This is an optimization exercise on Yosys and OpenROAD, whose aim is small area and few clock cycles per item, not a production implementation.
RTL that was checked went through simulation tests only; none was proved equivalent to the original.

==> flow/design.v (excerpt) <==
module MyDesign (dut_run, dut_busy, reset_b, clk, dut_sram_write_address,
		 dut_sram_write_data, dut_sram_write_enable,
		 dut_sram_read_address,	sram_dut_read_data,
		 dut_wmem_read_address, wmem_dut_read_data);
clock: 6.0 ns
lec_check: 0
cap_margin: 20
core_margin: 2
core_utilization: 40
slew_margin: 20
synth_hierarchical: 1
synth_minimum_keep_size: 0
standard.sh (not shown) runs the stock make flow with config.mk's settings and CLKGATE_MAP_FILE= SYNTH_SCRIPT=/design/flow/synth_recipe.tcl, a recipe that flattens the netlist after the stock synthesis.
==> flow/flow/run.sh <==
#!/bin/bash
# Layout flow: the standard flow (standard.sh, all ORFS steps) with two
# changes: the port buffers that global placement puts on every input and
# output use the smallest buffer cell, and clock tree synthesis uses
# clkbuf_8 buffers and adds no dummy loads.
set -o pipefail
export BUFFER_PORTS_ARGS="-buffer_cell sky130_fd_sc_hd__buf_1"
export CTS_ARGS="-sink_clustering_enable -repair_clock_nets -buf_list sky130_fd_sc_hd__clkbuf_8 -dont_use_dummy_load"
bash standard.sh > standard.log 2>&1
Testbench counts at the start, summed over its fixed seeds: cycles 117,674, macs 306,944.
Rerun with:
--- a/flow/design.v
+++ b/flow/design.v
@@ -7,23 +7,23 @@
 input dut_run, reset_b;
 output signed [15:0] dut_sram_write_data;
 output [11:0] dut_sram_write_address;
 output dut_sram_write_enable;
 output [11:0] dut_sram_read_address, dut_wmem_read_address;
 output dut_busy;
-localparam [2:0] IDLE = 3'd0, HDR = 3'd1, SZ = 3'd2, PR = 3'd3, RUN = 3'd4,
-	RUN1 = 3'd5, RUN2 = 3'd6;
+localparam [2:0] IDLE = 3'd0, HDR = 3'd1, SZ = 3'd2, PR = 3'd3, RUN = 3'd4;
 reg [2:0] st;
 reg [11:0] xa, wa, xb, oa;
 reg [6:0] col;           
 reg [7:0] row;           
 reg [4:0] s8;            
 reg [1:0] ph;            
 reg x4, x8, w4, w8;      
-reg lc, l2, we;
+reg lc, l2, we, first_c, first_t;
 reg [15:0] xo_r, wo_r;
+reg [1:0] ph_c;
 reg [21:0] acc;
 wire [21:0] acc_next;
 wire [15:0] X = sram_dut_read_data;
 wire [15:0] Wd = wmem_dut_read_data;
 wire ix4 = (st == PR) ? X[2] : x4;
 wire ix8 = (st == PR) ? X[3] : x8;
@@ -35,13 +35,13 @@
 wire iwn = ib8 ? ~iw8 : (ib4 & ~iw4);
 wire ir4 = ib8 & ((~ix4 & ~ix8) | (~iw4 & ~iw8));  
 wire nlast = ~(ixn | iwn) | (ir4 ? (ph == 2'd3) : ph[0]);
 wire [6:0] lh = ib8 ? 7'd1 : ib4 ? 7'd2 : 7'd4;    
 wire row_end = (col == lh);
 wire layer_end = row_end & (row == 8'd1);
-wire stepping = (st == PR) | st[2];
+wire stepping = (st == PR) | (st == RUN);
 wire is_end = &X[7:0];
 wire clr = ~reset_b | ((st == SZ) & is_end);
 wire hdr_step = ((st == IDLE) & dut_run) | (st == HDR) | (st == SZ);
 wire rewind = stepping & row_end & ~layer_end;
 wire x_inc = hdr_step | (stepping & (~ixn | nlast));
 wire w_inc = hdr_step | (stepping & (~iwn | nlast));
@@ -61,13 +61,13 @@
 		l2 <= lc;
 		we <= l2;
 		case (st)
 		IDLE: if (dut_run) st <= SZ;
 		HDR: st <= SZ;
 		SZ: st <= is_end ? IDLE : PR;
-		default: st <= layer_end ? HDR : (st == PR) ? RUN1 : (st == RUN1) ? RUN2 : RUN;
+		default: st <= layer_end ? HDR : RUN;   
 		endcase
 	end
 end
 always @(posedge clk) begin
 	if (st == SZ) begin
 		s8 <= X[7:3];
@@ -81,22 +81,23 @@
 		x4 <= X[2];
 		x8 <= X[3];
 		w4 <= Wd[2];
 		w8 <= Wd[3];
 	end
 	ph <= stepping ? ph + 2'd1 : 2'd0;
+	ph_c <= ph;
+	first_c <= lc | (st == PR);
+	first_t <= first_c;
 	xo_r <= xo;
 	wo_r <= wo;
 	oa <= (st == IDLE) ? 12'd0 : oa + {11'd0, we};
 	acc <= acc_next;
 end
 wire m8 = x8 | w8;
 wire m4 = ~m8 & (x4 | w4);
 wire m2 = ~m8 & ~m4;
-wire [1:0] ph_c = ph - 2'd1;   
-wire first_t = we | (st == RUN2);
 wire [21:0] acc_in = first_t ? 22'd0 : acc;
 wire [15:0] xo, wo;
 mpnn_steer u_steer (.X(X), .Wd(Wd), .m8(m8), .m4(m4), .m2(m2), .x8(x8), .x4(x4),
 	.w8(w8), .w4(w4), .ph_c(ph_c), .xo(xo), .wo(wo));
   wire mo_82 = m8 | m2;
   wire mo_42 = m4 | m2;
The changed run passed the timing, DRC and antenna checks.
Cell area went up by 1.7%.
Area after synthesis is higher by 1.2%.
Count of clock-buffer cells in the layout is unchanged.
Die area went up by 1.1%.
Via count increases by 2.0%.
Setup slack degrades by 0.16 ns.
Cell count is higher by 1.3%.
Sequential cell count rose by 4.
Utilization grows by 0.49 points.
Clock skew hardly moves.
Non-clock buffer count goes up by 2.
For the second run of this note, only the layout was checked, not whether the RTL still works.


Another version of the RTL of MyDesign (not shown whole).
For scale: about 89 I/O pins, ~0.010 mm2 of cells after synthesis.
export LEC_CHECK = 0
export CAP_MARGIN = 20
export CORE_MARGIN = 2
export CORE_UTILIZATION = 40
export SLEW_MARGIN = 20
export SYNTH_HIERARCHICAL = 1
export SYNTH_MINIMUM_KEEP_SIZE = 0
create_clock -name core_clock -period 6.0 [get_ports {clk}]
==> flow/flow/run.sh <==
#!/bin/bash
# Layout flow: the standard flow (standard.sh, all ORFS steps) with these
# changes: synthesis maps adders with Yosys's own Brent-Kung carry logic
# instead of ORFS's Kogge-Stone map (SYNTH_OPERATIONS_ARGS set, so the
# -extra-map is not added); the port buffers that global placement puts on
# every input and output use the smallest buffer cell; clock tree synthesis
# uses clkbuf_8 buffers and adds no dummy loads.
set -o pipefail
export SYNTH_OPERATIONS_ARGS="-noshare"
export BUFFER_PORTS_ARGS="-buffer_cell sky130_fd_sc_hd__buf_1"
export CTS_ARGS="-sink_clustering_enable -repair_clock_nets -buf_list sky130_fd_sc_hd__clkbuf_8 -dont_use_dummy_load"
bash standard.sh > standard.log 2>&1
Then changed:
--- a/flow/design.v
+++ b/flow/design.v
@@ -507,34 +507,28 @@
   wire t263, t264;
   mpnn_ha u_t263 (.a(k_19), .b(acc_in[19]), .s(t263), .co(t264));
   wire t265, t266;
   mpnn_ha u_t265 (.a(k_20), .b(acc_in[20]), .s(t265), .co(t266));
   wire t267, t268;
   mpnn_ha u_t267 (.a(k_21), .b(acc_in[21]), .s(t267), .co(t268));
   wire t269, t270;
   mpnn_ha u_t269 (.a(acc_in[0]), .b(t225), .s(t269), .co(t270));
   wire t271, t272;
   mpnn_fa u_t271 (.a(t226), .b(t227), .c(t270), .s(t271), .co(t272));
   wire t273, t274;
   mpnn_fa u_t273 (.a(t228), .b(t229), .c(t272), .s(t273), .co(t274));
-  wire t275, t276;
-  mpnn_fa u_t275 (.a(t230), .b(t231), .c(t274), .s(t275), .co(t276));
-  wire t277, t278;
-  mpnn_fa u_t277 (.a(t232), .b(t233), .c(t276), .s(t277), .co(t278));
-  wire t279, t280;
-  mpnn_fa u_t279 (.a(t234), .b(t235), .c(t278), .s(t279), .co(t280));
-  wire [21:0] row_a = {t266, t264, t262, t260, t258, t256, t254, t252, t250, t248, t246, t244, t242, t240, t238, t236, t279, t277, t275, t273, t271, t269};
-  wire [21:0] row_b = {t267, t265, t263, t261, t259, t257, t255, t253, t251, t249, t247, t245, t243, t241, t239, t237, 1'b0, 1'b0, 1'b0, 1'b0, 1'b0, 1'b0};
-  assign acc_next[21:6] = row_a[21:6] + row_b[21:6] + {15'd0, t280};
-  assign acc_next[5:0] = row_a[5:0];
+  wire [21:0] row_a = {t266, t264, t262, t260, t258, t256, t254, t252, t250, t248, t246, t244, t242, t240, t238, t236, t234, t232, t230, t273, t271, t269};
+  wire [21:0] row_b = {t267, t265, t263, t261, t259, t257, t255, t253, t251, t249, t247, t245, t243, t241, t239, t237, t235, t233, t231, 1'b0, 1'b0, 1'b0};
+  assign acc_next[21:3] = row_a[21:3] + row_b[21:3] + {18'd0, t274};
+  assign acc_next[2:0] = row_a[2:0];
 assign dut_sram_read_address = xa;
 assign dut_wmem_read_address = wa;
 assign dut_sram_write_address = oa;
 assign dut_sram_write_enable = we;
 assign dut_sram_write_data = m8 ? acc[15:0] : m4 ? acc[19:4] : acc[21:6];
 assign dut_busy = (st != IDLE) | we;
 endmodule
 module mpnn_fa (a, b, c, s, co);
 input a, b, c;
 output s, co;
 assign s = a ^ b ^ c;
 assign co = (a & b) | (a & c) | (b & c);
Outcome: Clock-buffer cell count stays the same; cell area goes down slightly; synthesized area is about the same; wire length went down slightly; via count went down slightly; worst setup slack improves by 40 ps; core utilization came out lower by 0.75 points; global-route usage drops by 0.67 points; clock skew drops by 7.2 ps; sequential share of layout area rose by 0.43 points; worst hold slack got worse by 3.5 ps.
Testbench counts after the change, summed over its fixed seeds: cycles 117,674, macs 306,944.
The RTL of the first run of this note was laid out without a check of its function.

## static timing again, ports no longer ideal
No port has a modelled driver above. Below, the same layouts with a new extraction and two added sets of constraints. Step 1, drivers: a clkbuf_16 drives clk and a buf_2 each remaining input, both assumed. Step 2 adds t to the input delays and takes it off the output delays; t is the mean of the earliest and latest rising clock arrival at the registers after step 1. Input paths then give back, and output paths get back, about the clock's delay inside the block. Slacks: no drivers / after step 1 / after step 2; pairs: no drivers / after step 1.
run	t, ns	setup WS [ns]	worst data-port slew with drivers (ns)
the first run of note 1	0.475	0.364 / 0.364 / 0.364	0.04
the second run of note 1	0.492	0.204 / 0.204 / 0.204	0.06
the first run of note 2	0.482	0.147 / 0.147 / 0.147	0.06
the second run of note 2	0.480	0.187 / 0.187 / 0.187	0.06
After both steps every run listed still meets setup and hold.
